This is an optimization exercise on Yosys and OpenROAD, whose aim is small area and a short achievable clock period, not a production implementation. No run shown here included a check of the RTL's function; only the layout flow was run.

==> standard.sh <==
#!/bin/bash
# synth_recipe.tcl (not shown) runs the flow's synth.tcl, then flattens the netlist and writes it again
# the make line also repeats each setting of config.mk as NAME=value (left out here)
make -C /OpenROAD-flow-scripts/flow DESIGN_CONFIG=/design/flow/config.mk WORK_HOME=/design/flow/orfs CLKGATE_MAP_FILE= SYNTH_SCRIPT=/design/flow/synth_recipe.tcl "${@:-finish}"
==> constraint.sdc <==
create_clock -name core_clock -period 20.0 [get_ports {clk}]
set_input_delay 4.0000 -clock core_clock [delete_from_list [all_inputs] [get_ports {clk}]]
set_output_delay 4.0000 -clock core_clock [all_outputs]
set_load 0.01 [all_outputs]
==> flow/setup_margin.txt <==
0
==> design.v <==
`timescale 1ns / 1ps
module multiplier_16bit (
    input  wire clk,
    input  wire rst,
    input  wire signed [15:0] a,
    input  wire signed [15:0] b,
    output reg  signed [31:0] product,
    output reg  signed [15:0] a_out,
    output reg  signed [15:0] b_out
);
    wire [15:0] ag = a;
    wire [31:0] accn = product;
    wire [16:0] x0;    
    wire one0 = b[0] ^ 1'b0;
    wire two0 = (b[1] & ~b[0] & ~1'b0) | (~b[1] & b[0] & 1'b0);
    wire neg0 = b[1];
    assign x0[0] = ((one0 & ag[0]) | (two0 & 1'b0)) ^ neg0;
    assign x0[1] = ((one0 & ag[1]) | (two0 & ag[0])) ^ neg0;
    assign x0[2] = ((one0 & ag[2]) | (two0 & ag[1])) ^ neg0;
    assign x0[3] = ((one0 & ag[3]) | (two0 & ag[2])) ^ neg0;
    assign x0[4] = ((one0 & ag[4]) | (two0 & ag[3])) ^ neg0;
    assign x0[5] = ((one0 & ag[5]) | (two0 & ag[4])) ^ neg0;
    assign x0[6] = ((one0 & ag[6]) | (two0 & ag[5])) ^ neg0;
    assign x0[7] = ((one0 & ag[7]) | (two0 & ag[6])) ^ neg0;
    assign x0[8] = ((one0 & ag[8]) | (two0 & ag[7])) ^ neg0;
    assign x0[9] = ((one0 & ag[9]) | (two0 & ag[8])) ^ neg0;
    assign x0[10] = ((one0 & ag[10]) | (two0 & ag[9])) ^ neg0;
    assign x0[11] = ((one0 & ag[11]) | (two0 & ag[10])) ^ neg0;
    assign x0[12] = ((one0 & ag[12]) | (two0 & ag[11])) ^ neg0;
    assign x0[13] = ((one0 & ag[13]) | (two0 & ag[12])) ^ neg0;
    assign x0[14] = ((one0 & ag[14]) | (two0 & ag[13])) ^ neg0;
    assign x0[15] = ((one0 & ag[15]) | (two0 & ag[14])) ^ neg0;
    assign x0[16] = ~(((one0 & ag[15]) | (two0 & ag[15])) ^ neg0);
    wire [16:0] x1;    
    wire one1 = b[2] ^ b[1];
    wire two1 = (b[3] & ~b[2] & ~b[1]) | (~b[3] & b[2] & b[1]);
    wire neg1 = b[3];
    assign x1[0] = ((one1 & ag[0]) | (two1 & 1'b0)) ^ neg1;
    assign x1[1] = ((one1 & ag[1]) | (two1 & ag[0])) ^ neg1;
    assign x1[2] = ((one1 & ag[2]) | (two1 & ag[1])) ^ neg1;
    assign x1[3] = ((one1 & ag[3]) | (two1 & ag[2])) ^ neg1;
    assign x1[4] = ((one1 & ag[4]) | (two1 & ag[3])) ^ neg1;
    assign x1[5] = ((one1 & ag[5]) | (two1 & ag[4])) ^ neg1;
    assign x1[6] = ((one1 & ag[6]) | (two1 & ag[5])) ^ neg1;
    assign x1[7] = ((one1 & ag[7]) | (two1 & ag[6])) ^ neg1;
    assign x1[8] = ((one1 & ag[8]) | (two1 & ag[7])) ^ neg1;
    assign x1[9] = ((one1 & ag[9]) | (two1 & ag[8])) ^ neg1;
    assign x1[10] = ((one1 & ag[10]) | (two1 & ag[9])) ^ neg1;
    assign x1[11] = ((one1 & ag[11]) | (two1 & ag[10])) ^ neg1;
    assign x1[12] = ((one1 & ag[12]) | (two1 & ag[11])) ^ neg1;
    assign x1[13] = ((one1 & ag[13]) | (two1 & ag[12])) ^ neg1;
    assign x1[14] = ((one1 & ag[14]) | (two1 & ag[13])) ^ neg1;
    assign x1[15] = ((one1 & ag[15]) | (two1 & ag[14])) ^ neg1;
    assign x1[16] = ~(((one1 & ag[15]) | (two1 & ag[15])) ^ neg1);
    wire [16:0] x2;    
    wire one2 = b[4] ^ b[3];
    wire two2 = (b[5] & ~b[4] & ~b[3]) | (~b[5] & b[4] & b[3]);
    wire neg2 = b[5];
    assign x2[0] = ((one2 & ag[0]) | (two2 & 1'b0)) ^ neg2;
    assign x2[1] = ((one2 & ag[1]) | (two2 & ag[0])) ^ neg2;
    assign x2[2] = ((one2 & ag[2]) | (two2 & ag[1])) ^ neg2;
    assign x2[3] = ((one2 & ag[3]) | (two2 & ag[2])) ^ neg2;
    assign x2[4] = ((one2 & ag[4]) | (two2 & ag[3])) ^ neg2;
    assign x2[5] = ((one2 & ag[5]) | (two2 & ag[4])) ^ neg2;
    assign x2[6] = ((one2 & ag[6]) | (two2 & ag[5])) ^ neg2;
    assign x2[7] = ((one2 & ag[7]) | (two2 & ag[6])) ^ neg2;
    assign x2[8] = ((one2 & ag[8]) | (two2 & ag[7])) ^ neg2;
    assign x2[9] = ((one2 & ag[9]) | (two2 & ag[8])) ^ neg2;
    assign x2[10] = ((one2 & ag[10]) | (two2 & ag[9])) ^ neg2;
    assign x2[11] = ((one2 & ag[11]) | (two2 & ag[10])) ^ neg2;
    assign x2[12] = ((one2 & ag[12]) | (two2 & ag[11])) ^ neg2;
    assign x2[13] = ((one2 & ag[13]) | (two2 & ag[12])) ^ neg2;
    assign x2[14] = ((one2 & ag[14]) | (two2 & ag[13])) ^ neg2;
    assign x2[15] = ((one2 & ag[15]) | (two2 & ag[14])) ^ neg2;
    assign x2[16] = ~(((one2 & ag[15]) | (two2 & ag[15])) ^ neg2);
    wire [16:0] x3;    
    wire one3 = b[6] ^ b[5];
    wire two3 = (b[7] & ~b[6] & ~b[5]) | (~b[7] & b[6] & b[5]);
    wire neg3 = b[7];
    assign x3[0] = ((one3 & ag[0]) | (two3 & 1'b0)) ^ neg3;
    assign x3[1] = ((one3 & ag[1]) | (two3 & ag[0])) ^ neg3;
    assign x3[2] = ((one3 & ag[2]) | (two3 & ag[1])) ^ neg3;
    assign x3[3] = ((one3 & ag[3]) | (two3 & ag[2])) ^ neg3;
    assign x3[4] = ((one3 & ag[4]) | (two3 & ag[3])) ^ neg3;
    assign x3[5] = ((one3 & ag[5]) | (two3 & ag[4])) ^ neg3;
    assign x3[6] = ((one3 & ag[6]) | (two3 & ag[5])) ^ neg3;
    assign x3[7] = ((one3 & ag[7]) | (two3 & ag[6])) ^ neg3;
    assign x3[8] = ((one3 & ag[8]) | (two3 & ag[7])) ^ neg3;
    assign x3[9] = ((one3 & ag[9]) | (two3 & ag[8])) ^ neg3;
    assign x3[10] = ((one3 & ag[10]) | (two3 & ag[9])) ^ neg3;
    assign x3[11] = ((one3 & ag[11]) | (two3 & ag[10])) ^ neg3;
    assign x3[12] = ((one3 & ag[12]) | (two3 & ag[11])) ^ neg3;
    assign x3[13] = ((one3 & ag[13]) | (two3 & ag[12])) ^ neg3;
    assign x3[14] = ((one3 & ag[14]) | (two3 & ag[13])) ^ neg3;
    assign x3[15] = ((one3 & ag[15]) | (two3 & ag[14])) ^ neg3;
    assign x3[16] = ~(((one3 & ag[15]) | (two3 & ag[15])) ^ neg3);
    wire [16:0] x4;    
    wire one4 = b[8] ^ b[7];
    wire two4 = (b[9] & ~b[8] & ~b[7]) | (~b[9] & b[8] & b[7]);
    wire neg4 = b[9];
    assign x4[0] = ((one4 & ag[0]) | (two4 & 1'b0)) ^ neg4;
    assign x4[1] = ((one4 & ag[1]) | (two4 & ag[0])) ^ neg4;
    assign x4[2] = ((one4 & ag[2]) | (two4 & ag[1])) ^ neg4;
    assign x4[3] = ((one4 & ag[3]) | (two4 & ag[2])) ^ neg4;
    assign x4[4] = ((one4 & ag[4]) | (two4 & ag[3])) ^ neg4;
    assign x4[5] = ((one4 & ag[5]) | (two4 & ag[4])) ^ neg4;
    assign x4[6] = ((one4 & ag[6]) | (two4 & ag[5])) ^ neg4;
    assign x4[7] = ((one4 & ag[7]) | (two4 & ag[6])) ^ neg4;
    assign x4[8] = ((one4 & ag[8]) | (two4 & ag[7])) ^ neg4;
    assign x4[9] = ((one4 & ag[9]) | (two4 & ag[8])) ^ neg4;
    assign x4[10] = ((one4 & ag[10]) | (two4 & ag[9])) ^ neg4;
    assign x4[11] = ((one4 & ag[11]) | (two4 & ag[10])) ^ neg4;
    assign x4[12] = ((one4 & ag[12]) | (two4 & ag[11])) ^ neg4;
    assign x4[13] = ((one4 & ag[13]) | (two4 & ag[12])) ^ neg4;
    assign x4[14] = ((one4 & ag[14]) | (two4 & ag[13])) ^ neg4;
    assign x4[15] = ((one4 & ag[15]) | (two4 & ag[14])) ^ neg4;
    assign x4[16] = ~(((one4 & ag[15]) | (two4 & ag[15])) ^ neg4);
    wire [16:0] x5;    
    wire one5 = b[10] ^ b[9];
    wire two5 = (b[11] & ~b[10] & ~b[9]) | (~b[11] & b[10] & b[9]);
    wire neg5 = b[11];
    assign x5[0] = ((one5 & ag[0]) | (two5 & 1'b0)) ^ neg5;
    assign x5[1] = ((one5 & ag[1]) | (two5 & ag[0])) ^ neg5;
    assign x5[2] = ((one5 & ag[2]) | (two5 & ag[1])) ^ neg5;
    assign x5[3] = ((one5 & ag[3]) | (two5 & ag[2])) ^ neg5;
    assign x5[4] = ((one5 & ag[4]) | (two5 & ag[3])) ^ neg5;
    assign x5[5] = ((one5 & ag[5]) | (two5 & ag[4])) ^ neg5;
    assign x5[6] = ((one5 & ag[6]) | (two5 & ag[5])) ^ neg5;
    assign x5[7] = ((one5 & ag[7]) | (two5 & ag[6])) ^ neg5;
    assign x5[8] = ((one5 & ag[8]) | (two5 & ag[7])) ^ neg5;
    assign x5[9] = ((one5 & ag[9]) | (two5 & ag[8])) ^ neg5;
    assign x5[10] = ((one5 & ag[10]) | (two5 & ag[9])) ^ neg5;
    assign x5[11] = ((one5 & ag[11]) | (two5 & ag[10])) ^ neg5;
    assign x5[12] = ((one5 & ag[12]) | (two5 & ag[11])) ^ neg5;
    assign x5[13] = ((one5 & ag[13]) | (two5 & ag[12])) ^ neg5;
    assign x5[14] = ((one5 & ag[14]) | (two5 & ag[13])) ^ neg5;
    assign x5[15] = ((one5 & ag[15]) | (two5 & ag[14])) ^ neg5;
    assign x5[16] = ~(((one5 & ag[15]) | (two5 & ag[15])) ^ neg5);
    wire [16:0] x6;    
    wire one6 = b[12] ^ b[11];
    wire two6 = (b[13] & ~b[12] & ~b[11]) | (~b[13] & b[12] & b[11]);
    wire neg6 = b[13];
    assign x6[0] = ((one6 & ag[0]) | (two6 & 1'b0)) ^ neg6;
    assign x6[1] = ((one6 & ag[1]) | (two6 & ag[0])) ^ neg6;
    assign x6[2] = ((one6 & ag[2]) | (two6 & ag[1])) ^ neg6;
    assign x6[3] = ((one6 & ag[3]) | (two6 & ag[2])) ^ neg6;
    assign x6[4] = ((one6 & ag[4]) | (two6 & ag[3])) ^ neg6;
    assign x6[5] = ((one6 & ag[5]) | (two6 & ag[4])) ^ neg6;
    assign x6[6] = ((one6 & ag[6]) | (two6 & ag[5])) ^ neg6;
    assign x6[7] = ((one6 & ag[7]) | (two6 & ag[6])) ^ neg6;
    assign x6[8] = ((one6 & ag[8]) | (two6 & ag[7])) ^ neg6;
    assign x6[9] = ((one6 & ag[9]) | (two6 & ag[8])) ^ neg6;
    assign x6[10] = ((one6 & ag[10]) | (two6 & ag[9])) ^ neg6;
    assign x6[11] = ((one6 & ag[11]) | (two6 & ag[10])) ^ neg6;
    assign x6[12] = ((one6 & ag[12]) | (two6 & ag[11])) ^ neg6;
    assign x6[13] = ((one6 & ag[13]) | (two6 & ag[12])) ^ neg6;
    assign x6[14] = ((one6 & ag[14]) | (two6 & ag[13])) ^ neg6;
    assign x6[15] = ((one6 & ag[15]) | (two6 & ag[14])) ^ neg6;
    assign x6[16] = ~(((one6 & ag[15]) | (two6 & ag[15])) ^ neg6);
    wire [16:0] x7;    
    wire one7 = b[14] ^ b[13];
    wire two7 = (b[15] & ~b[14] & ~b[13]) | (~b[15] & b[14] & b[13]);
    wire neg7 = b[15];
    assign x7[0] = ((one7 & ag[0]) | (two7 & 1'b0)) ^ neg7;
    assign x7[1] = ((one7 & ag[1]) | (two7 & ag[0])) ^ neg7;
    assign x7[2] = ((one7 & ag[2]) | (two7 & ag[1])) ^ neg7;
    assign x7[3] = ((one7 & ag[3]) | (two7 & ag[2])) ^ neg7;
    assign x7[4] = ((one7 & ag[4]) | (two7 & ag[3])) ^ neg7;
    assign x7[5] = ((one7 & ag[5]) | (two7 & ag[4])) ^ neg7;
    assign x7[6] = ((one7 & ag[6]) | (two7 & ag[5])) ^ neg7;
    assign x7[7] = ((one7 & ag[7]) | (two7 & ag[6])) ^ neg7;
    assign x7[8] = ((one7 & ag[8]) | (two7 & ag[7])) ^ neg7;
    assign x7[9] = ((one7 & ag[9]) | (two7 & ag[8])) ^ neg7;
    assign x7[10] = ((one7 & ag[10]) | (two7 & ag[9])) ^ neg7;
    assign x7[11] = ((one7 & ag[11]) | (two7 & ag[10])) ^ neg7;
    assign x7[12] = ((one7 & ag[12]) | (two7 & ag[11])) ^ neg7;
    assign x7[13] = ((one7 & ag[13]) | (two7 & ag[12])) ^ neg7;
    assign x7[14] = ((one7 & ag[14]) | (two7 & ag[13])) ^ neg7;
    assign x7[15] = ((one7 & ag[15]) | (two7 & ag[14])) ^ neg7;
    assign x7[16] = ~(((one7 & ag[15]) | (two7 & ag[15])) ^ neg7);
    wire s0, c1;
    fa us0 (accn[0], b[1], x0[0], s0, c1);
    wire s2, c3;
    fa us2 (accn[1], x0[1], c1, s2, c3);
    wire s4, c5;
    fa us4 (accn[2], b[3], x0[2], s4, c5);
    wire s6, c7;
    fa us6 (x1[0], s4, c3, s6, c7);
    wire s8, c9;
    fa us8 (accn[3], x0[3], x1[1], s8, c9);
    wire s10, c11;
    fa us10 (c5, s8, c7, s10, c11);
    wire s12, c13;
    fa us12 (accn[4], b[5], x0[4], s12, c13);
    wire s14, c15;
    fa us14 (x1[2], x2[0], c9, s14, c15);
    wire s16, c17;
    fa us16 (s12, s14, c11, s16, c17);
    wire s18, c19;
    fa us18 (accn[5], x0[5], x1[3], s18, c19);
    wire s20, c21;
    fa us20 (x2[1], c13, s18, s20, c21);
    wire s22, c23;
    ha us22 (c15, s20, s22, c23);
    wire s24, c25;
    fa us24 (accn[6], b[7], x0[6], s24, c25);
    wire s26, c27;
    fa us26 (x1[4], x2[2], x3[0], s26, c27);
    wire s28, c29;
    fa us28 (c19, s24, s26, s28, c29);
    wire s30, c31;
    fa us30 (c21, s28, c23, s30, c31);
    wire s32, c33;
    fa us32 (accn[7], x0[7], x1[5], s32, c33);
    wire s34, c35;
    fa us34 (x2[3], x3[1], c25, s34, c35);
    wire s36, c37;
    fa us36 (c27, s32, c29, s36, c37);
    wire s38, c39;
    fa us38 (s34, s36, c31, s38, c39);
    wire s40, c41;
    fa us40 (accn[8], b[9], x0[8], s40, c41);
    wire s42, c43;
    fa us42 (x1[6], x2[4], x3[2], s42, c43);
    wire s44, c45;
    fa us44 (x4[0], c33, s40, s44, c45);
    wire s46, c47;
    fa us46 (s42, c35, s44, s46, c47);
    wire s48, c49;
    ha us48 (c37, s46, s48, c49);
    wire s50, c51;
    fa us50 (accn[9], x0[9], x1[7], s50, c51);
    wire s52, c53;
    fa us52 (x2[5], x3[3], x4[1], s52, c53);
    wire s54, c55;
    fa us54 (c41, c43, s50, s54, c55);
    wire s56, c57;
    fa us56 (s52, c45, s54, s56, c57);
    wire s58, c59;
    fa us58 (c47, s56, c49, s58, c59);
    wire s60, c61;
    fa us60 (accn[10], b[11], x0[10], s60, c61);
    wire s62, c63;
    fa us62 (x1[8], x2[6], x3[4], s62, c63);
    wire s64, c65;
    fa us64 (x4[2], x5[0], c51, s64, c65);
    wire s66, c67;
    fa us66 (c53, s60, s62, s66, c67);
    wire s68, c69;
    fa us68 (c55, s64, s66, s68, c69);
    wire s70, c71;
    ha us70 (c57, s68, s70, c71);
    wire s72, c73;
    fa us72 (accn[11], x0[11], x1[9], s72, c73);
    wire s74, c75;
    fa us74 (x2[7], x3[5], x4[3], s74, c75);
    wire s76, c77;
    fa us76 (x5[1], c61, c63, s76, c77);
    wire s78, c79;
    fa us78 (s72, s74, c65, s78, c79);
    wire s80, c81;
    fa us80 (c67, s76, s78, s80, c81);
    wire s82, c83;
    ha us82 (c69, c71, s82, c83);
    wire s84, c85;
    fa us84 (accn[12], b[13], x0[12], s84, c85);
    wire s86, c87;
    fa us86 (x1[10], x2[8], x3[6], s86, c87);
    wire s88, c89;
    fa us88 (x4[4], x5[2], x6[0], s88, c89);
    wire s90, c91;
    fa us90 (c73, c75, s84, s90, c91);
    wire s92, c93;
    fa us92 (s86, s88, c77, s92, c93);
    wire s94, c95;
    fa us94 (s90, c79, s92, s94, c95);
    wire s96, c97;
    ha us96 (c81, s94, s96, c97);
    wire s98, c99;
    fa us98 (accn[13], x0[13], x1[11], s98, c99);
    wire s100, c101;
    fa us100 (x2[9], x3[7], x4[5], s100, c101);
    wire s102, c103;
    fa us102 (x5[3], x6[1], c85, s102, c103);
    wire s104, c105;
    fa us104 (c87, c89, s98, s104, c105);
    wire s106, c107;
    fa us106 (s100, c91, s102, s106, c107);
    wire s108, c109;
    fa us108 (s104, c93, s106, s108, c109);
    wire s110, c111;
    ha us110 (c95, s108, s110, c111);
    wire s112, c113;
    fa us112 (accn[14], b[15], x0[14], s112, c113);
    wire s114, c115;
    fa us114 (x1[12], x2[10], x3[8], s114, c115);
    wire s116, c117;
    fa us116 (x4[6], x5[4], x6[2], s116, c117);
    wire s118, c119;
    fa us118 (x7[0], c99, c101, s118, c119);
    wire s120, c121;
    fa us120 (s112, s114, s116, s120, c121);
    wire s122, c123;
    fa us122 (c103, c105, s118, s122, c123);
    wire s124, c125;
    fa us124 (s120, c107, s122, s124, c125);
    wire s126, c127;
    ha us126 (c109, s124, s126, c127);
    wire s128, c129;
    fa us128 (accn[15], x0[15], x1[13], s128, c129);
    wire s130, c131;
    fa us130 (x2[11], x3[9], x4[7], s130, c131);
    wire s132, c133;
    fa us132 (x5[5], x6[3], x7[1], s132, c133);
    wire s134, c135;
    fa us134 (c113, c115, c117, s134, c135);
    wire s136, c137;
    fa us136 (s128, s130, s132, s136, c137);
    wire s138, c139;
    fa us138 (c119, c121, s134, s138, c139);
    wire s140, c141;
    fa us140 (s136, c123, s138, s140, c141);
    wire s142, c143;
    ha us142 (c125, s140, s142, c143);
    wire s144, c145;
    fa us144 (accn[16], x0[16], 1'b1, s144, c145);
    wire s146, c147;
    fa us146 (x1[14], x2[12], x3[10], s146, c147);
    wire s148, c149;
    fa us148 (x4[8], x5[6], x6[4], s148, c149);
    wire s150, c151;
    fa us150 (x7[2], s144, c129, s150, c151);
    wire s152, c153;
    fa us152 (c131, c133, s146, s152, c153);
    wire s154, c155;
    fa us154 (s148, c135, c137, s154, c155);
    wire s156, c157;
    fa us156 (s150, s152, c139, s156, c157);
    wire s158, c159;
    fa us158 (s154, c141, s156, s158, c159);
    wire s160, c161;
    fa us160 (accn[17], x1[15], 1'b1, s160, c161);
    wire s162, c163;
    fa us162 (x2[13], x3[11], x4[9], s162, c163);
    wire s164, c165;
    fa us164 (x5[7], x6[5], x7[3], s164, c165);
    wire s166, c167;
    fa us166 (c145, s160, c147, s166, c167);
    wire s168, c169;
    fa us168 (c149, s162, s164, s168, c169);
    wire s170, c171;
    fa us170 (c151, c153, s166, s170, c171);
    wire s172, c173;
    fa us172 (s168, c155, s170, s172, c173);
    wire s174, c175;
    ha us174 (c157, s172, s174, c175);
    wire s176, c177;
    fa us176 (accn[18], x1[16], x2[14], s176, c177);
    wire s178, c179;
    fa us178 (x3[12], x4[10], x5[8], s178, c179);
    wire s180, c181;
    fa us180 (x6[6], x7[4], c161, s180, c181);
    wire s182, c183;
    fa us182 (c163, c165, s176, s182, c183);
    wire s184, c185;
    fa us184 (s178, s180, c167, s184, c185);
    wire s186, c187;
    fa us186 (c169, s182, c171, s186, c187);
    wire s188, c189;
    fa us188 (s184, c173, s186, s188, c189);
    wire s190, c191;
    fa us190 (accn[19], x2[15], 1'b1, s190, c191);
    wire s192, c193;
    fa us192 (x3[13], x4[11], x5[9], s192, c193);
    wire s194, c195;
    fa us194 (x6[7], x7[5], s190, s194, c195);
    wire s196, c197;
    fa us196 (c177, c179, s192, s196, c197);
    wire s198, c199;
    fa us198 (c181, s194, c183, s198, c199);
    wire s200, c201;
    fa us200 (s196, c185, s198, s200, c201);
    wire s202, c203;
    ha us202 (c187, s200, s202, c203);
    wire s204, c205;
    fa us204 (accn[20], x2[16], x3[14], s204, c205);
    wire s206, c207;
    fa us206 (x4[12], x5[10], x6[8], s206, c207);
    wire s208, c209;
    fa us208 (x7[6], c191, c193, s208, c209);
    wire s210, c211;
    fa us210 (s204, s206, c195, s210, c211);
    wire s212, c213;
    fa us212 (c197, s208, s210, s212, c213);
    wire s214, c215;
    fa us214 (c199, s212, c201, s214, c215);
    wire s216, c217;
    fa us216 (accn[21], x3[15], 1'b1, s216, c217);
    wire s218, c219;
    fa us218 (x4[13], x5[11], x6[9], s218, c219);
    wire s220, c221;
    fa us220 (x7[7], s216, c205, s220, c221);
    wire s222, c223;
    fa us222 (c207, s218, c209, s222, c223);
    wire s224, c225;
    fa us224 (s220, c211, s222, s224, c225);
    wire s226, c227;
    ha us226 (c213, s224, s226, c227);
    wire s228, c229;
    fa us228 (accn[22], x3[16], x4[14], s228, c229);
    wire s230, c231;
    fa us230 (x5[12], x6[10], x7[8], s230, c231);
    wire s232, c233;
    fa us232 (c217, c219, s228, s232, c233);
    wire s234, c235;
    fa us234 (s230, c221, s232, s234, c235);
    wire s236, c237;
    fa us236 (c223, s234, c225, s236, c237);
    wire s238, c239;
    fa us238 (accn[23], x4[15], 1'b1, s238, c239);
    wire s240, c241;
    fa us240 (x5[13], x6[11], x7[9], s240, c241);
    wire s242, c243;
    fa us242 (s238, c229, c231, s242, c243);
    wire s244, c245;
    fa us244 (s240, c233, s242, s244, c245);
    wire s246, c247;
    ha us246 (c235, s244, s246, c247);
    wire s248, c249;
    fa us248 (accn[24], x4[16], x5[14], s248, c249);
    wire s250, c251;
    fa us250 (x6[12], x7[10], c239, s250, c251);
    wire s252, c253;
    fa us252 (c241, s248, s250, s252, c253);
    wire s254, c255;
    fa us254 (c243, s252, c245, s254, c255);
    wire s256, c257;
    fa us256 (accn[25], x5[15], 1'b1, s256, c257);
    wire s258, c259;
    fa us258 (x6[13], x7[11], s256, s258, c259);
    wire s260, c261;
    fa us260 (c249, c251, s258, s260, c261);
    wire s262, c263;
    ha us262 (c253, s260, s262, c263);
    wire s264, c265;
    fa us264 (accn[26], x5[16], x6[14], s264, c265);
    wire s266, c267;
    fa us266 (x7[12], c257, s264, s266, c267);
    wire s268, c269;
    fa us268 (c259, s266, c261, s268, c269);
    wire s270, c271;
    fa us270 (accn[27], x6[15], 1'b1, s270, c271);
    wire s272, c273;
    fa us272 (x7[13], s270, c265, s272, c273);
    wire s274, c275;
    fa us274 (c267, s272, c269, s274, c275);
    wire s276, c277;
    fa us276 (accn[28], x6[16], x7[14], s276, c277);
    wire s278, c279;
    fa us278 (c271, s276, c273, s278, c279);
    wire s280, c281;
    fa us280 (accn[29], x7[15], 1'b1, s280, c281);
    wire s282, c283;
    fa us282 (s280, c277, c279, s282, c283);
    wire s284, c285;
    fa us284 (accn[30], x7[16], c281, s284, c285);
    wire s286, c287;
    fa us286 (accn[31], c285, 1'b1, s286, c287);
    wire [31:0] r0 = {s286, s284, s282, s278, s274, c263, s262, c247, s246, c227, s226, c203, s202, c175, s174, c143, c127, c111, c97, c83, s80, s70, s58, s48, s38, s30, s22, s16, s10, s6, s2, s0};
    wire [31:0] r1 = {1'b0, c283, 1'b0, c275, 1'b0, s268, c255, s254, c237, s236, c215, s214, c189, s188, c159, s158, s142, s126, s110, s96, s82, c59, 1'b0, c39, 1'b0, 1'b0, c17, 1'b0, 1'b0, 1'b0, 1'b0, 1'b0};
    wire [31:0] sum;
    wire [31:0] p0, gn;
    assign p0[0] = r0[0];
    assign gn[0] = 1'b1;
    assign p0[1] = r0[1];
    assign gn[1] = 1'b1;
    assign p0[2] = r0[2];
    assign gn[2] = 1'b1;
    assign p0[3] = r0[3];
    assign gn[3] = 1'b1;
    assign p0[4] = r0[4];
    assign gn[4] = 1'b1;
    wire g5;
    ha upg5 (r0[5], r1[5], p0[5], g5);
    assign gn[5] = ~g5;
    assign p0[6] = r0[6];
    assign gn[6] = 1'b1;
    assign p0[7] = r0[7];
    assign gn[7] = 1'b1;
    wire g8;
    ha upg8 (r0[8], r1[8], p0[8], g8);
    assign gn[8] = ~g8;
    assign p0[9] = r0[9];
    assign gn[9] = 1'b1;
    wire g10;
    ha upg10 (r0[10], r1[10], p0[10], g10);
    assign gn[10] = ~g10;
    wire g11;
    ha upg11 (r0[11], r1[11], p0[11], g11);
    assign gn[11] = ~g11;
    wire g12;
    ha upg12 (r0[12], r1[12], p0[12], g12);
    assign gn[12] = ~g12;
    wire g13;
    ha upg13 (r0[13], r1[13], p0[13], g13);
    assign gn[13] = ~g13;
    wire g14;
    ha upg14 (r0[14], r1[14], p0[14], g14);
    assign gn[14] = ~g14;
    wire g15;
    ha upg15 (r0[15], r1[15], p0[15], g15);
    assign gn[15] = ~g15;
    wire g16;
    ha upg16 (r0[16], r1[16], p0[16], g16);
    assign gn[16] = ~g16;
    wire g17;
    ha upg17 (r0[17], r1[17], p0[17], g17);
    assign gn[17] = ~g17;
    wire g18;
    ha upg18 (r0[18], r1[18], p0[18], g18);
    assign gn[18] = ~g18;
    wire g19;
    ha upg19 (r0[19], r1[19], p0[19], g19);
    assign gn[19] = ~g19;
    wire g20;
    ha upg20 (r0[20], r1[20], p0[20], g20);
    assign gn[20] = ~g20;
    wire g21;
    ha upg21 (r0[21], r1[21], p0[21], g21);
    assign gn[21] = ~g21;
    wire g22;
    ha upg22 (r0[22], r1[22], p0[22], g22);
    assign gn[22] = ~g22;
    wire g23;
    ha upg23 (r0[23], r1[23], p0[23], g23);
    assign gn[23] = ~g23;
    wire g24;
    ha upg24 (r0[24], r1[24], p0[24], g24);
    assign gn[24] = ~g24;
    wire g25;
    ha upg25 (r0[25], r1[25], p0[25], g25);
    assign gn[25] = ~g25;
    wire g26;
    ha upg26 (r0[26], r1[26], p0[26], g26);
    assign gn[26] = ~g26;
    assign p0[27] = r0[27];
    assign gn[27] = 1'b1;
    wire g28;
    ha upg28 (r0[28], r1[28], p0[28], g28);
    assign gn[28] = ~g28;
    assign p0[29] = r0[29];
    assign gn[29] = 1'b1;
    wire g30;
    ha upg30 (r0[30], r1[30], p0[30], g30);
    assign gn[30] = ~g30;
    assign p0[31] = r0[31];
    assign gn[31] = 1'b1;
    wire G288 = ~gn[1] | (p0[1] & ~gn[0]);
    wire G289 = ~gn[3] | (p0[3] & ~gn[2]);
    wire P290 = p0[3] & p0[2];
    wire G291 = ~gn[5] | (p0[5] & ~gn[4]);
    wire P292 = p0[5] & p0[4];
    wire G293 = ~gn[7] | (p0[7] & ~gn[6]);
    wire P294 = p0[7] & p0[6];
    wire G295 = ~gn[9] | (p0[9] & ~gn[8]);
    wire P296 = p0[9] & p0[8];
    wire G297 = ~gn[11] | (p0[11] & ~gn[10]);
    wire P298 = p0[11] & p0[10];
    wire G299 = ~gn[13] | (p0[13] & ~gn[12]);
    wire P300 = p0[13] & p0[12];
    wire G301 = ~gn[15] | (p0[15] & ~gn[14]);
    wire P302 = p0[15] & p0[14];
    wire G303 = ~gn[17] | (p0[17] & ~gn[16]);
    wire P304 = p0[17] & p0[16];
    wire G305 = ~gn[19] | (p0[19] & ~gn[18]);
    wire P306 = p0[19] & p0[18];
    wire G307 = ~gn[21] | (p0[21] & ~gn[20]);
    wire P308 = p0[21] & p0[20];
    wire G309 = ~gn[23] | (p0[23] & ~gn[22]);
    wire P310 = p0[23] & p0[22];
    wire G311 = ~gn[25] | (p0[25] & ~gn[24]);
    wire P312 = p0[25] & p0[24];
    wire G313 = ~gn[27] | (p0[27] & ~gn[26]);
    wire P314 = p0[27] & p0[26];
    wire G315 = ~gn[29] | (p0[29] & ~gn[28]);
    wire P316 = p0[29] & p0[28];
    wire G317 = ~gn[31] | (p0[31] & ~gn[30]);
    wire P318 = p0[31] & p0[30];
    wire G319 = ~gn[2] | (p0[2] & G288);
    wire G320 = G289 | (P290 & G288);
    wire G321 = ~gn[6] | (p0[6] & G291);
    wire P322 = p0[6] & P292;
    wire G323 = G293 | (P294 & G291);
    wire P324 = P294 & P292;
    wire G325 = ~gn[10] | (p0[10] & G295);
    wire P326 = p0[10] & P296;
    wire G327 = G297 | (P298 & G295);
    wire P328 = P298 & P296;
    wire G329 = ~gn[14] | (p0[14] & G299);
    wire P330 = p0[14] & P300;
    wire G331 = G301 | (P302 & G299);
    wire P332 = P302 & P300;
    wire G333 = ~gn[18] | (p0[18] & G303);
    wire P334 = p0[18] & P304;
    wire G335 = G305 | (P306 & G303);
    wire P336 = P306 & P304;
    wire G337 = ~gn[22] | (p0[22] & G307);
    wire P338 = p0[22] & P308;
    wire G339 = G309 | (P310 & G307);
    wire P340 = P310 & P308;
    wire G341 = ~gn[26] | (p0[26] & G311);
    wire P342 = p0[26] & P312;
    wire G343 = G313 | (P314 & G311);
    wire P344 = P314 & P312;
    wire G345 = ~gn[30] | (p0[30] & G315);
    wire P346 = p0[30] & P316;
    wire G347 = G317 | (P318 & G315);
    wire P348 = P318 & P316;
    wire G349 = ~gn[4] | (p0[4] & G320);
    wire G350 = G291 | (P292 & G320);
    wire G351 = G321 | (P322 & G320);
    wire G352 = G323 | (P324 & G320);
    wire G353 = ~gn[12] | (p0[12] & G327);
    wire P354 = p0[12] & P328;
    wire G355 = G299 | (P300 & G327);
    wire P356 = P300 & P328;
    wire G357 = G329 | (P330 & G327);
    wire P358 = P330 & P328;
    wire G359 = G331 | (P332 & G327);
    wire P360 = P332 & P328;
    wire G361 = ~gn[20] | (p0[20] & G335);
    wire P362 = p0[20] & P336;
    wire G363 = G307 | (P308 & G335);
    wire P364 = P308 & P336;
    wire G365 = G337 | (P338 & G335);
    wire P366 = P338 & P336;
    wire G367 = G339 | (P340 & G335);
    wire P368 = P340 & P336;
    wire G369 = ~gn[28] | (p0[28] & G343);
    wire P370 = p0[28] & P344;
    wire G371 = G315 | (P316 & G343);
    wire P372 = P316 & P344;
    wire G373 = G345 | (P346 & G343);
    wire P374 = P346 & P344;
    wire G375 = G347 | (P348 & G343);
    wire P376 = P348 & P344;
    wire G377 = ~gn[8] | (p0[8] & G352);
    wire G378 = G295 | (P296 & G352);
    wire G379 = G325 | (P326 & G352);
    wire G380 = G327 | (P328 & G352);
    wire G381 = G353 | (P354 & G352);
    wire G382 = G355 | (P356 & G352);
    wire G383 = G357 | (P358 & G352);
    wire G384 = G359 | (P360 & G352);
    wire G385 = ~gn[24] | (p0[24] & G367);
    wire P386 = p0[24] & P368;
    wire G387 = G311 | (P312 & G367);
    wire P388 = P312 & P368;
    wire G389 = G341 | (P342 & G367);
    wire P390 = P342 & P368;
    wire G391 = G343 | (P344 & G367);
    wire P392 = P344 & P368;
    wire G393 = G369 | (P370 & G367);
    wire P394 = P370 & P368;
    wire G395 = G371 | (P372 & G367);
    wire P396 = P372 & P368;
    wire G397 = G373 | (P374 & G367);
    wire P398 = P374 & P368;
    wire G399 = G375 | (P376 & G367);
    wire P400 = P376 & P368;
    wire G401 = ~gn[16] | (p0[16] & G384);
    wire G402 = G303 | (P304 & G384);
    wire G403 = G333 | (P334 & G384);
    wire G404 = G335 | (P336 & G384);
    wire G405 = G361 | (P362 & G384);
    wire G406 = G363 | (P364 & G384);
    wire G407 = G365 | (P366 & G384);
    wire G408 = G367 | (P368 & G384);
    wire G409 = G385 | (P386 & G384);
    wire G410 = G387 | (P388 & G384);
    wire G411 = G389 | (P390 & G384);
    wire G412 = G391 | (P392 & G384);
    wire G413 = G393 | (P394 & G384);
    wire G414 = G395 | (P396 & G384);
    wire G415 = G397 | (P398 & G384);
    wire G416 = G399 | (P400 & G384);
    wire [31:0] cy = {G415, G414, G413, G412, G411, G410, G409, G408, G407, G406, G405, G404, G403, G402, G401, G384, G383, G382, G381, G380, G379, G378, G377, G352, G351, G350, G349, G320, G319, G288, ~gn[0], 1'b0};
    assign sum = p0 ^ cy;
    always @(posedge clk) begin
        product <= sum & {32{~rst}};
        a_out   <= a & {16{~rst}};
        b_out   <= b & {16{~rst}};
    end
endmodule
module booth_enc (input wire b1, input wire b0, input wire bm1, output wire one, output wire two, output wire neg);
    assign one = b0 ^ bm1;
    assign two = (b1 & ~b0 & ~bm1) | (~b1 & b0 & bm1);
    assign neg = b1;
endmodule
module booth_row (input wire [15:0] a, input wire [2:0] b, output wire [16:0] x);
    wire one = b[1] ^ b[0];
    wire two = (b[2] & ~b[1] & ~b[0]) | (~b[2] & b[1] & b[0]);
    wire [16:0] a1 = {a[15], a};
    wire [16:0] a2 = {a, 1'b0};
    wire [16:0] y = ((a1 & {17{one}}) | (a2 & {17{two}})) ^ {17{b[2]}};
    assign x = {~y[16], y[15:0]};
endmodule
module booth_row_i (input wire [15:0] a, input wire [2:0] b, output wire [16:0] x);
    wire one = b[1] ^ b[0];
    wire two = (b[2] & ~b[1] & ~b[0]) | (~b[2] & b[1] & b[0]);
    wire [16:0] a1 = {a[15], a};
    wire [16:0] a2 = {a, 1'b0};
    wire [16:0] y = ((a1 & {17{one}}) | (a2 & {17{two}})) ^ {17{b[2]}};
    assign x = {y[16], ~y[15:0]};
endmodule
module pg (input wire a, input wire b, output wire p, output wire gn);
    assign p  = a ^ b;
    assign gn = ~(a & b);
endmodule
module pgi (input wire an, input wire bn, output wire p, output wire gn);
    assign p  = an ^ bn;
    assign gn = an | bn;
endmodule
module fa (input wire a, input wire b, input wire c, output wire s, output wire co);
    assign s  = a ^ b ^ c;
    assign co = (a & b) | (a & c) | (b & c);
endmodule
module ha (input wire a, input wire b, output wire s, output wire co);
    assign s  = a ^ b;
    assign co = a & b;
endmodule
module fa1 (input wire a, input wire b, output wire s, output wire co);
    assign s  = ~(a ^ b);
    assign co = a | b;
endmodule
==> config.mk <==
export PLATFORM = sky130hd
export DESIGN_NAME = multiplier_16bit
export DESIGN_NICKNAME = multiplier_16bit
export VERILOG_FILES = /design/flow/design.v
export SDC_FILE = /design/flow/constraint.sdc
export NUM_CORES = 4
export LEC_CHECK = 0
export ABC_AREA = 1
export CAP_MARGIN = 20
export CORE_MARGIN = 2
export CORE_UTILIZATION = 40
export SLEW_MARGIN = 20
export SYNTH_HIERARCHICAL = 1
==> flow/cts_bufs.txt <==
sky130_fd_sc_hd__clkbuf_8
==> flow/run.sh <==
#!/bin/bash
# The standard synthesis and layout, with these changes to the layout:
#  * the port buffers are the smallest buffer cell (buffer_ports -buffer_cell) instead of
#    the delay-cell buffers buffer_ports picks by itself;
#  * the clock tree uses the buffers in flow/cts_bufs.txt and no dummy loads;
#  * repair_timing aims for extra setup slack (flow/setup_margin.txt, ns) so the resizer
#    speeds up the critical paths. The clock and I/O constraints are unchanged.
set -euo pipefail
# clock tree: small clock buffers and no dummy loads (64 flip-flops need little drive)
export CTS_ARGS="-sink_clustering_enable -repair_clock_nets -buf_list {$(cat flow/cts_bufs.txt)} -dont_use_dummy_load"
export BUFFER_PORTS_ARGS="-buffer_cell sky130_fd_sc_hd__buf_1"
M=$(cat flow/setup_margin.txt)
if [[ "$M" != "0" ]]; then export SETUP_SLACK_MARGIN=$M; fi
S=$(cat flow/move_sequence.txt)
if [[ -n "$S" ]]; then export SETUP_MOVE_SEQUENCE=$S; fi
bash standard.sh synth > synth.log 2>&1
bash standard.sh finish > layout.log 2>&1
==> flow/move_sequence.txt <==
unbuffer,sizeup,swap
==> flow_summary_export.csv, run 1 <==
group,metric,value,unit
layout,diodes,0,
sta,finalSetupViolations,0,
worst_setup_path,path_class,"in2reg",
sta,setup_tns,0,ns
worst_setup_path,cp_top_family,"adder cells",
clock_network,cts.path.max_buffers,2,
layout,final-seq-area,1280,sq um
synthesis,postSynthCellCount,929,
layout,fin_util,43.8,%
worst_setup_path,cp-start-kind,"input pin",
sta,fin_crit,9.06,ns
floorplanning,io_pins,98,
outcome,status,"timing/DRC/antenna clean",
drt,wl_per_cell,16.8,um
global_routing,grt_pass1_wl,35100,um
layout,final_cell_mix,"131 x fa_1, 127 x xor2_1, 115 x o22ai_1, 98 x nand2_1, 96 x buf_1",
sta,relSlewSlack,44.0,%
placed_design,hpwl,16400,um
layout,final_common_cell,"fa_1",
worst_setup_path,slowest_delay,0.62,ns
global_routing,grt_overflow,0,
drt,vias,6622,
worst_setup_path,path_buf_inv,3,
drt,via_per_inst,5.23,
worst_setup_path,cp.arrival,9.33,ns
sta,rsz0062_at_grt,"no",
clock_network,clkSlewWorstSetupHoldPaths,0.06,ns
sta,finalCritPeriodShare,45.3,%
clock_network,insertion_delay,0.37,ns
synthesis,syn_avg_cell_area,8.97,sq um
worst_setup_path,cp_max_fo,22,
job,maxCapViolCount,0,
layout,syn2layout_area_growth,7.10,%
clock_network,clock-sinks,64,
sta,finalHoldViolations,0,
sta,tightest_slew,0.838,ns
sta,drv_slew,0,
worst_setup_path,crit_top_cell,"fa_1",
floorplanning,start_util,40.9,%
clock_network,root_buffer,"clkbuf_8",
global_routing,antenna_found_initial,0,
synthesis,syn_area,8330,sq um
clock_network,cts_tree,"built",
worst_setup_path,cp-end-kind,"register",
synthesis,yosys_warnings,7,
drt,drt_iter0_drc,444,
floorplanning,die_h,148,um
sta,finalHoldWorstSlack,0.692,ns
clock_network,cts.htree.levels,3,
worst_setup_path,crit_required,20.27,ns
worst_hold_path,hold_path.class,"reg2reg",
drt,wirelength,21200,um
global_routing,grt_max_degree,47,
global_routing,grt_use_total,20.4,%
clock_network,cts_made_buffers,9,
synthesis,ys_types,35,
worst_setup_path,cp_slowest_cell,"o21ai_2",
sta,max_freq,110,MHz
worst_setup_path,path_cells,"buf_1, buf_4, nor2_1, o21ai_2, o22ai_1, xor2_1, fa_1, fa_1, fa_1, fa_1, ha_1, ha_1, nand2_2, inv_1, a21oi_1, nand3_2, ha_1, o21a_1, nor3_1",
drt,dr.pass1.iters,5,
floorplanning,die-area,22000,sq um
floorplanning,fp.coreArea,20400,sq um
clock_network,post_cts_buffers,0,
layout,fillCellCount,2046,
global_routing,grt_pass1_vias,6495,
drt,drcViolationCount,0,
placed_design,io_buffers,97,
sta,finClkSkew,0.0233,ns
floorplanning,rows,52,
layout,fin_nets,1199,
drt,ant_nets,0,
clock_network,postCtsHoldBufs,0,
placed_design,place.gp.congestion,0.859,
clock_network,cts_resized,0,
layout,multi_input_area,6400,sq um
synthesis,yosys_register_bits,64,
layout,drive_gt1_share,5.63,%
synthesis,ys_seq_area_share,15.4,%
floorplanning,die_w,148,um
Yosys cell counts (all sizes together):
library cell / instances / share of area (%)
a211oi: 7 / 0.63
a21boi: 3 / 0.27
a21o: 1 / 0.090
a21oi: 30 / 1.8
buf: 48 / 3.6
clkbuf: 9 / 0.41
clkinv: 15 / 0.68
conb: 1 / 0.045
dfxtp: 64 / 15
fa: 131 / 31
ha: 37 / 5.6
inv: 79 / 3.6
nand2: 105 / 4.9
nand3: 20 / 1.5
nand4: 7 / 0.53
nor2: 98 / 4.7
nor3: 9 / 0.60
o21a: 3 / 0.27
o21ai: 12 / 1.0
o21bai: 2 / 0.18
o22ai: 119 / 9.2
or2: 1 / 0.075
xnor2: 1 / 0.11
xor2: 127 / 13
layout make-up:
| cell class | count | share of cell area, % |
|---|---|---|
| inverter | 94 | 3.95 |
| multi-input combinational | 722 | 71.7 |
| clock buffer | 9 | 1.39 |
| timing repair buffer | 106 | 4.85 |
| sequential | 64 | 14.4 |
| tap | 270 | 3.79 |
state kept, by name, indices dropped and copies added (netlist names):
signal / count
a_out: 16
product: 32
b_out: 16
path summary, 6_finish.rpt:
path	start	to	slack, ns	cells past startpoint
min	product[0]$_DFF_P_	product[0]$_DFF_P_	0.69	3
max	b[7]	product[17]$_DFF_P_	10.94	19
max reg2reg	product[13]$_DFF_P_	product[17]$_DFF_P_	15.81	13
min reg2reg	product[0]$_DFF_P_	product[0]$_DFF_P_	0.69	3
cells by family (layout without fill, tap and decap cells):
| kind of cell | count (synthesis) | count (layout) | synth area share (%) |
|---|---|---|---|
| flip-flops | 64 | 64 | 15.4 |
| AND/OR/NAND/NOR | 240 | 240 | 12.4 |
| AO/OA/AOI/OAI | 177 | 177 | 13.5 |
| adder cells (fa/ha/maj) | 168 | 168 | 37.0 |
| other | 1 | 9 | 0.0450 |
| XOR/XNOR | 128 | 128 | 13.5 |
| buffers and inverters | 151 | 209 | 8.23 |
per-layer routing:
layer  track usage, %  routed length, um
met2             30.3               9430
met4             5.10                247
met1             30.5              10200
met5                0                  0
met3             4.02               1350
through the flow:
step | cell area [sq um] | instances | setup slack, ns
floorplan | 8360 | 937 | 11.57
global placement | 8800 | 1256 | 10.66
detailed placement | 8800 | 1256 | 10.59
CTS | 8920 | 1265 | 10.96
global route | 8920 | 1265 | 10.53
finish | 8920 | 1265 | 10.94
modules after synthesis, one instance, submodules excluded:
module            area (sq um)  cells  copies in the design  flip-flops and latches
multiplier_16bit          5290    764                     1                      64
fa                        20.0      1                   131                       0
ha                        12.5      1                    34                       0
worst register-to-register path, stage by stage (launching register included):
cell     delay [ns]
dfxtp_1        0.34
fa_1           0.45
fa_1           0.48
fa_1           0.51
fa_1           0.41
ha_1           0.29
ha_1           0.36
nand2_2        0.13
inv_1          0.04
a21oi_1        0.17
nand3_2        0.32
ha_1           0.33
o21a_1         0.17
nor3_1         0.11
==> run 2: changes to the inputs <==
--- a/design.v
+++ b/design.v
@@ -202,5 +202,5 @@
     fa us20 (x2[1], c13, s18, s20, c21);
     wire s22, c23;
-    ha us22 (c15, s20, s22, c23);
+    fa us22 (c15, s20, c17, s22, c23);
     wire s24, c25;
     fa us24 (accn[6], b[7], x0[6], s24, c25);
@@ -210,5 +210,5 @@
     fa us28 (c19, s24, s26, s28, c29);
     wire s30, c31;
-    fa us30 (c21, s28, c23, s30, c31);
+    ha us30 (c21, s28, s30, c31);
     wire s32, c33;
     fa us32 (accn[7], x0[7], x1[5], s32, c33);
@@ -216,7 +216,7 @@
     fa us34 (x2[3], x3[1], c25, s34, c35);
     wire s36, c37;
-    fa us36 (c27, s32, c29, s36, c37);
+    fa us36 (c27, s32, s34, s36, c37);
     wire s38, c39;
-    fa us38 (s34, s36, c31, s38, c39);
+    fa us38 (c29, c31, s36, s38, c39);
     wire s40, c41;
     fa us40 (accn[8], b[9], x0[8], s40, c41);
@@ -228,5 +228,5 @@
     fa us46 (s42, c35, s44, s46, c47);
     wire s48, c49;
-    ha us48 (c37, s46, s48, c49);
+    fa us48 (c37, s46, c39, s48, c49);
     wire s50, c51;
     fa us50 (accn[9], x0[9], x1[7], s50, c51);
@@ -238,5 +238,5 @@
     fa us56 (s52, c45, s54, s56, c57);
     wire s58, c59;
-    fa us58 (c47, s56, c49, s58, c59);
+    ha us58 (c47, s56, s58, c59);
     wire s60, c61;
     fa us60 (accn[10], b[11], x0[10], s60, c61);
@@ -248,7 +248,7 @@
     fa us66 (c53, s60, s62, s66, c67);
     wire s68, c69;
-    fa us68 (c55, s64, s66, s68, c69);
+    fa us68 (s64, c55, s66, s68, c69);
     wire s70, c71;
-    ha us70 (c57, s68, s70, c71);
+    fa us70 (c57, s68, c59, s70, c71);
     wire s72, c73;
     fa us72 (accn[11], x0[11], x1[9], s72, c73);
@@ -260,7 +260,7 @@
     fa us78 (s72, s74, c65, s78, c79);
     wire s80, c81;
-    fa us80 (c67, s76, s78, s80, c81);
+    fa us80 (s76, c67, s78, s80, c81);
     wire s82, c83;
-    ha us82 (c69, c71, s82, c83);
+    ha us82 (c69, s80, s82, c83);
     wire s84, c85;
     fa us84 (accn[12], b[13], x0[12], s84, c85);
@@ -276,5 +276,5 @@
     fa us94 (s90, c79, s92, s94, c95);
     wire s96, c97;
-    ha us96 (c81, s94, s96, c97);
+    fa us96 (c81, s94, c83, s96, c97);
     wire s98, c99;
     fa us98 (accn[13], x0[13], x1[11], s98, c99);
@@ -286,5 +286,5 @@
     fa us104 (c87, c89, s98, s104, c105);
     wire s106, c107;
-    fa us106 (s100, c91, s102, s106, c107);
+    fa us106 (s100, s102, c91, s106, c107);
     wire s108, c109;
     fa us108 (s104, c93, s106, s108, c109);
@@ -302,5 +302,5 @@
     fa us120 (s112, s114, s116, s120, c121);
     wire s122, c123;
-    fa us122 (c103, c105, s118, s122, c123);
+    fa us122 (c103, s118, c105, s122, c123);
     wire s124, c125;
     fa us124 (s120, c107, s122, s124, c125);
@@ -318,5 +318,5 @@
     fa us136 (s128, s130, s132, s136, c137);
     wire s138, c139;
-    fa us138 (c119, c121, s134, s138, c139);
+    fa us138 (c119, s134, c121, s138, c139);
     wire s140, c141;
     fa us140 (s136, c123, s138, s140, c141);
@@ -334,7 +334,7 @@
     fa us152 (c131, c133, s146, s152, c153);
     wire s154, c155;
-    fa us154 (s148, c135, c137, s154, c155);
+    fa us154 (s148, c135, s150, s154, c155);
     wire s156, c157;
-    fa us156 (s150, s152, c139, s156, c157);
+    fa us156 (c137, s152, c139, s156, c157);
     wire s158, c159;
     fa us158 (s154, c141, s156, s158, c159);
@@ -350,5 +350,5 @@
     fa us168 (c149, s162, s164, s168, c169);
     wire s170, c171;
-    fa us170 (c151, c153, s166, s170, c171);
+    fa us170 (c151, s166, c153, s170, c171);
     wire s172, c173;
     fa us172 (s168, c155, s170, s172, c173);
@@ -392,5 +392,5 @@
     fa us210 (s204, s206, c195, s210, c211);
     wire s212, c213;
-    fa us212 (c197, s208, s210, s212, c213);
+    fa us212 (s208, c197, s210, s212, c213);
     wire s214, c215;
     fa us214 (c199, s212, c201, s214, c215);
@@ -424,5 +424,5 @@
     fa us242 (s238, c229, c231, s242, c243);
     wire s244, c245;
-    fa us244 (s240, c233, s242, s244, c245);
+    fa us244 (s240, s242, c233, s244, c245);
     wire s246, c247;
     ha us246 (c235, s244, s246, c247);
@@ -442,5 +442,5 @@
     fa us260 (c249, c251, s258, s260, c261);
     wire s262, c263;
-    ha us262 (c253, s260, s262, c263);
+    fa us262 (c253, s260, c255, s262, c263);
     wire s264, c265;
     fa us264 (accn[26], x5[16], x6[14], s264, c265);
@@ -454,5 +454,5 @@
     fa us272 (x7[13], s270, c265, s272, c273);
     wire s274, c275;
-    fa us274 (c267, s272, c269, s274, c275);
+    fa us274 (s272, c267, c269, s274, c275);
     wire s276, c277;
     fa us276 (accn[28], x6[16], x7[14], s276, c277);
@@ -467,6 +467,6 @@
     wire s286, c287;
     fa us286 (accn[31], c285, 1'b1, s286, c287);
-    wire [31:0] r0 = {s286, s284, s282, s278, s274, c263, s262, c247, s246, c227, s226, c203, s202, c175, s174, c143, c127, c111, c97, c83, s80, s70, s58, s48, s38, s30, s22, s16, s10, s6, s2, s0};
-    wire [31:0] r1 = {1'b0, c283, 1'b0, c275, 1'b0, s268, c255, s254, c237, s236, c215, s214, c189, s188, c159, s158, s142, s126, s110, s96, s82, c59, 1'b0, c39, 1'b0, 1'b0, c17, 1'b0, 1'b0, 1'b0, 1'b0, 1'b0};
+    wire [31:0] r0 = {s286, s284, s282, s278, s274, s268, s262, c247, s246, c227, s226, c203, s202, c175, s174, c143, c127, c111, s110, s96, s82, s70, s58, s48, s38, s30, s22, s16, s10, s6, s2, s0};
+    wire [31:0] r1 = {1'b0, c283, 1'b0, c275, 1'b0, c263, 1'b0, s254, c237, s236, c215, s214, c189, s188, c159, s158, s142, s126, c97, 1'b0, c71, 1'b0, c49, 1'b0, 1'b0, c23, 1'b0, 1'b0, 1'b0, 1'b0, 1'b0, 1'b0};
     wire [31:0] sum;
     wire [31:0] p0, gn;
@@ -481,25 +481,23 @@
     assign p0[4] = r0[4];
     assign gn[4] = 1'b1;
-    wire g5;
-    ha upg5 (r0[5], r1[5], p0[5], g5);
-    assign gn[5] = ~g5;
-    assign p0[6] = r0[6];
-    assign gn[6] = 1'b1;
+    assign p0[5] = r0[5];
+    assign gn[5] = 1'b1;
+    wire g6;
+    ha upg6 (r0[6], r1[6], p0[6], g6);
+    assign gn[6] = ~g6;
     assign p0[7] = r0[7];
     assign gn[7] = 1'b1;
-    wire g8;
-    ha upg8 (r0[8], r1[8], p0[8], g8);
-    assign gn[8] = ~g8;
-    assign p0[9] = r0[9];
-    assign gn[9] = 1'b1;
-    wire g10;
-    ha upg10 (r0[10], r1[10], p0[10], g10);
-    assign gn[10] = ~g10;
+    assign p0[8] = r0[8];
+    assign gn[8] = 1'b1;
+    wire g9;
+    ha upg9 (r0[9], r1[9], p0[9], g9);
+    assign gn[9] = ~g9;
+    assign p0[10] = r0[10];
+    assign gn[10] = 1'b1;
     wire g11;
     ha upg11 (r0[11], r1[11], p0[11], g11);
     assign gn[11] = ~g11;
-    wire g12;
-    ha upg12 (r0[12], r1[12], p0[12], g12);
-    assign gn[12] = ~g12;
+    assign p0[12] = r0[12];
+    assign gn[12] = 1'b1;
     wire g13;
     ha upg13 (r0[13], r1[13], p0[13], g13);
@@ -538,7 +536,6 @@
     ha upg24 (r0[24], r1[24], p0[24], g24);
     assign gn[24] = ~g24;
-    wire g25;
-    ha upg25 (r0[25], r1[25], p0[25], g25);
-    assign gn[25] = ~g25;
+    assign p0[25] = r0[25];
+    assign gn[25] = 1'b1;
     wire g26;
     ha upg26 (r0[26], r1[26], p0[26], g26);
--- a/flow/run.sh
+++ b/flow/run.sh
@@ -3,4 +3,5 @@
 #  * the port buffers are the smallest buffer cell (buffer_ports -buffer_cell) instead of
 #    the delay-cell buffers buffer_ports picks by itself;
+#  * one tie cell drives all constant inputs;
 #  * the clock tree uses the buffers in flow/cts_bufs.txt and no dummy loads;
 #  * repair_timing aims for extra setup slack (flow/setup_margin.txt, ns) so the resizer
@@ -9,4 +10,6 @@
 # clock tree: small clock buffers and no dummy loads (64 flip-flops need little drive)
 export CTS_ARGS="-sink_clustering_enable -repair_clock_nets -buf_list {$(cat flow/cts_bufs.txt)} -dont_use_dummy_load"
+# one tie cell for all constant inputs instead of one per input
+export SKIP_REPAIR_TIE_FANOUT=1
 export BUFFER_PORTS_ARGS="-buffer_cell sky130_fd_sc_hd__buf_1"
 M=$(cat flow/setup_margin.txt)
==> flow/setup_margin.txt (replaced) <==
10.8
==> run 2 against run 1 <==
Net effect: final area shrank 0.24%; utilization shrank 0.10 points.
==> flow_summary_export.csv, run 2 <==
group,metric,value,unit
floorplanning,die_h,149,um
synthesis,ys_seq_area_share,15.3,%
synthesis,syn_avg_cell_area,9.20,sq um
sta,setup_tns,0,ns
synthesis,yosys.area_share.xor_xnor,13.4,%
layout,reg.largest.list,"product: 32 flops, a_out: 16 flops, b_out: 16 flops",
worst_setup_path,r2r_setup_slack,15.61,ns
synthesis,synthAdderAreaFrac,36.7,%
worst_setup_path,worstRegToRegCells,15,
global_routing,grt_overflow,0,
layout,fin_nets,1169,
layout,syn2layout_area_growth,6.43,%
drt,drt_iter0_drc,408,
floorplanning,io_pins,98,
placed_design,io_buffers,97,
sta,max_freq,114,MHz
layout,final_common_cell,"fa_1",
worst_setup_path,path_buf_inv,5,
synthesis,postSynthCellCount,909,
worst_setup_path,cp.arrival,9.07,ns
sta,relSlewSlack,51.8,%
clock_network,insertion_delay,0.37,ns
synthesis,synth_area_leader_cell,"fa_1",
synthesis,synth.top_cells.by_count,"134 x fa_1, 127 x xor2_1, 104 x o22ai_1, 93 x nor2_1, 92 x nand2_1",
synthesis,yosys_register_bits,64,
clock_network,cts.htree.levels,3,
sta,drv_slew,0,
floorplanning,die-area,22100,sq um
worst_setup_path,startpoint,"b[1]",
clock_network,cts.path.max_buffers,2,
global_routing,grt_pass1_wl,35900,um
clock_network,clock-sinks,64,
worst_hold_path,hold_path.class,"reg2reg",
global_routing,grt_util_met1,30.2,%
global_routing,grt_max_degree,48,
synthesis,synth_top_flop_cell,"dfxtp_1",
worst_setup_path,slowest_delay,0.55,ns
drt,vias,6626,
worst_setup_path,cp_max_fo,19,
clock_network,root_buffer,"clkbuf_8",
synthesis,synth_area_leaders,"fa_1 32%, dfxtp_1 15%, xor2_1 13%",
clock_network,cts_made_buffers,9,
global_routing,met2_usage,31.5,%
synthesis,synth_top_family_by_area,"adder cells",
sta,finClkSkew,0.0224,ns
drt,wl_per_cell,17.8,um
layout,diodes,0,
synthesis,yosysMostFrequentCell,"fa_1",
worst_setup_path,rr_endpoint,"product[17]$_DFF_P_",
synthesis,ys_types,36,
floorplanning,fp.coreArea,20400,sq um
placed_design,place_area,8770,sq um
synthesis,synth_top_cell_area_share,32.1,%
drt,drcViolationCount,0,
sta,finalSetupViolations,0,
worst_setup_path,cp.depth,24,
layout,drive_gt1_share,8.57,%
global_routing,grt_pass1_vias,6479,
job,maxCapViolCount,0,
synthesis,yosys_warnings,7,
placed_design,place.gp.congestion,0.863,
drt,dr.pass1.iters,5,
synthesis,synthMuxAreaShare,0,%
synthesis,synth-compound-area-share,12.6,%
global_routing,use_met3,5.37,%
global_routing,grt_use_total,20.9,%
clock_network,post_cts_buffers,0,
outcome,status,"timing/DRC/antenna clean",
worst_setup_path,path_class,"in2reg",
placed_design,hpwl,16900,um
worst_hold_path,min_delay_path_depth,3,
drt,ant_nets,0,
worst_setup_path,cp_top_family,"adder cells",
floorplanning,start_util,41.1,%
sta,finalHoldViolations,0,
synthesis,synth-edff-count,0,
clock_network,clkSlewWorstSetupHoldPaths,0.07,ns
worst_setup_path,path_cells,"buf_1, buf_4, inv_4, nand2_2, nand2_2, o22ai_1, xor2_2, fa_1, fa_1, fa_1, fa_1, fa_1, ha_1, nand2_2, inv_1, nand2_1, nand2_1, nand2_1, nand2_2, nand2_1, nand3_1, nand2_1, inv_1, nor2_1",
worst_setup_path,reg2reg_from,"product[0]$_DFF_P_",
sta,rsz0062_at_grt,"no",
worst_setup_path,cp_slowest_cell,"fa_1",
floorplanning,rows,52,
layout,final_cell_mix,"134 x fa_1, 126 x xor2_1, 104 x o22ai_1, 95 x buf_1, 93 x nor2_1",
synthesis,async_flop_share,0,%
worst_setup_path,cp-start-kind,"input pin",
clock_network,cts_tree,"built",
global_routing,antenna_found_initial,0,
layout,largest_register_ffs,32,
layout,design_area,8900,sq um
synthesis,syn_area,8370,sq um
sta,finalCritPeriodShare,44.0,%
drt,wirelength,22000,um
floorplanning,die_w,149,um
sta,tightest_slew,0.719,ns
global_routing,grt-busiest-layer,"met2",
worst_setup_path,crit_end,"product[28]$_DFF_P_",
layout,top_register,"product",
synthesis,synth-simple-area-share,13.9,%
worst_setup_path,crit_required,20.27,ns
worst_setup_path,cp-end-kind,"register",
sta,fin_crit,8.80,ns
drt,via_per_inst,5.35,
## run 2: per-module statistics from Yosys (local to each module, per instance)
module	flops+latches	copies in the design	cells	area (sq um)
multiplier_16bit	64	1	747	5330
ha	0	28	1	12.5
fa	0	134	1	20.0
## run 2: final cells by class
type | instances | area [sq um]
flip-flops and latches | 64 | 1280
well taps | 270 | 338
inverters | 81 | 308
fillers | 2020 | 11500
repair buffers | 106 | 434
multi-input cells | 708 | 6420
clock buffers | 9 | 124
## run 2: logic make-up (layout without fill, tap and decap cells)
| family | after synthesis | count (layout) |
|---|---|---|
| AND/OR/NAND/NOR | 258 | 258 |
| AO/OA/AOI/OAI | 156 | 156 |
| flip-flops | 64 | 64 |
| adder cells (fa/ha/maj) | 165 | 165 |
| buffers and inverters | 137 | 196 |
| XOR/XNOR | 128 | 128 |
| other | 1 | 1 |
## run 2: worst min path at each step
stage	start	end	slack (ns)
floorplan	product[0]$_DFF_P_	product[0]$_DFF_P_	0.69
global placement	product[0]$_DFF_P_	product[0]$_DFF_P_	0.64
detailed placement	product[0]$_DFF_P_	product[0]$_DFF_P_	0.67
CTS	product[0]$_DFF_P_	product[0]$_DFF_P_	0.69
global route	product[1]$_DFF_P_	product[1]$_DFF_P_	0.75
finish	product[0]$_DFF_P_	product[0]$_DFF_P_	0.68
## run 2: through the flow
step                setup WS [ns]  util (%)  cells  hold WS [ns]
finish                      11.20      43.7   1238         0.677
global route                10.84      43.7   1238         0.750
CTS                         11.00      43.7   1238         0.693
detailed placement          10.41      43.1   1229         0.675
global placement            10.45      43.1   1229         0.641
floorplan                   11.76         -    909         0.686
## run 2: worst reg2reg max path: stages (launching register included)
cell and delay [ns]:
dfxtp_1 0.33, fa_1 0.44, fa_1 0.39, fa_1 0.39
fa_1 0.40, fa_1 0.39, fa_1 0.40, ha_1 0.21
ha_1 0.25, nand3_2 0.12, nand2_2 0.09, nand3_1 0.10
nand2_2 0.21, ha_1 0.28, o21a_1 0.17, nor3_1 0.11
## run 2: metal layers
metal | vias to the layer above | part of all wire [%]
met4 | 0 | 1.8
li1 | 3088 | -
met2 | 248 | 46
met3 | 25 | 7.6
met1 | 3265 | 45
met5 | - | 0
## run 2: what timing repair did
| action | 4_1_cts | 5_1_grt |
|---|---|---|
| hold buffers | 0 | 0 |
| pin swaps | 0 | 0 |
| resized for setup | 1 | 5 |
| endpoints found under the setup margin | 1 | 11 |
| cloned | 0 | 0 |

[what the ideal ports hide]
Ports are ideal in the flow. The routed layouts listed here were re-timed in OpenROAD. Step 1, drivers: a clkbuf_16 drives clk and a buf_2 each remaining input, both assumed. Step 2 also shifts input and output timing later by t, the mid clock arrival at the registers, as if the neighbouring blocks saw the same clock. a / b / c = ideal ports / drivers / drivers and shift; a / b = the first two.
| run | t, ns | setup WS [ns] | latest minus earliest clock arrival (ns) |
|---|---|---|---|
| run 1 | 0.400 | 10.944 / 10.967 / 10.567 | 0.025 / 0.025 |
| run 2 | 0.406 | 11.199 / 11.220 / 10.814 | 0.022 / 0.022 |
After both steps setup and hold are still met in every run listed. The setup slack of run 2, which loses most, moves by +0.021 ns with the drivers and by -0.385 ns with both steps.
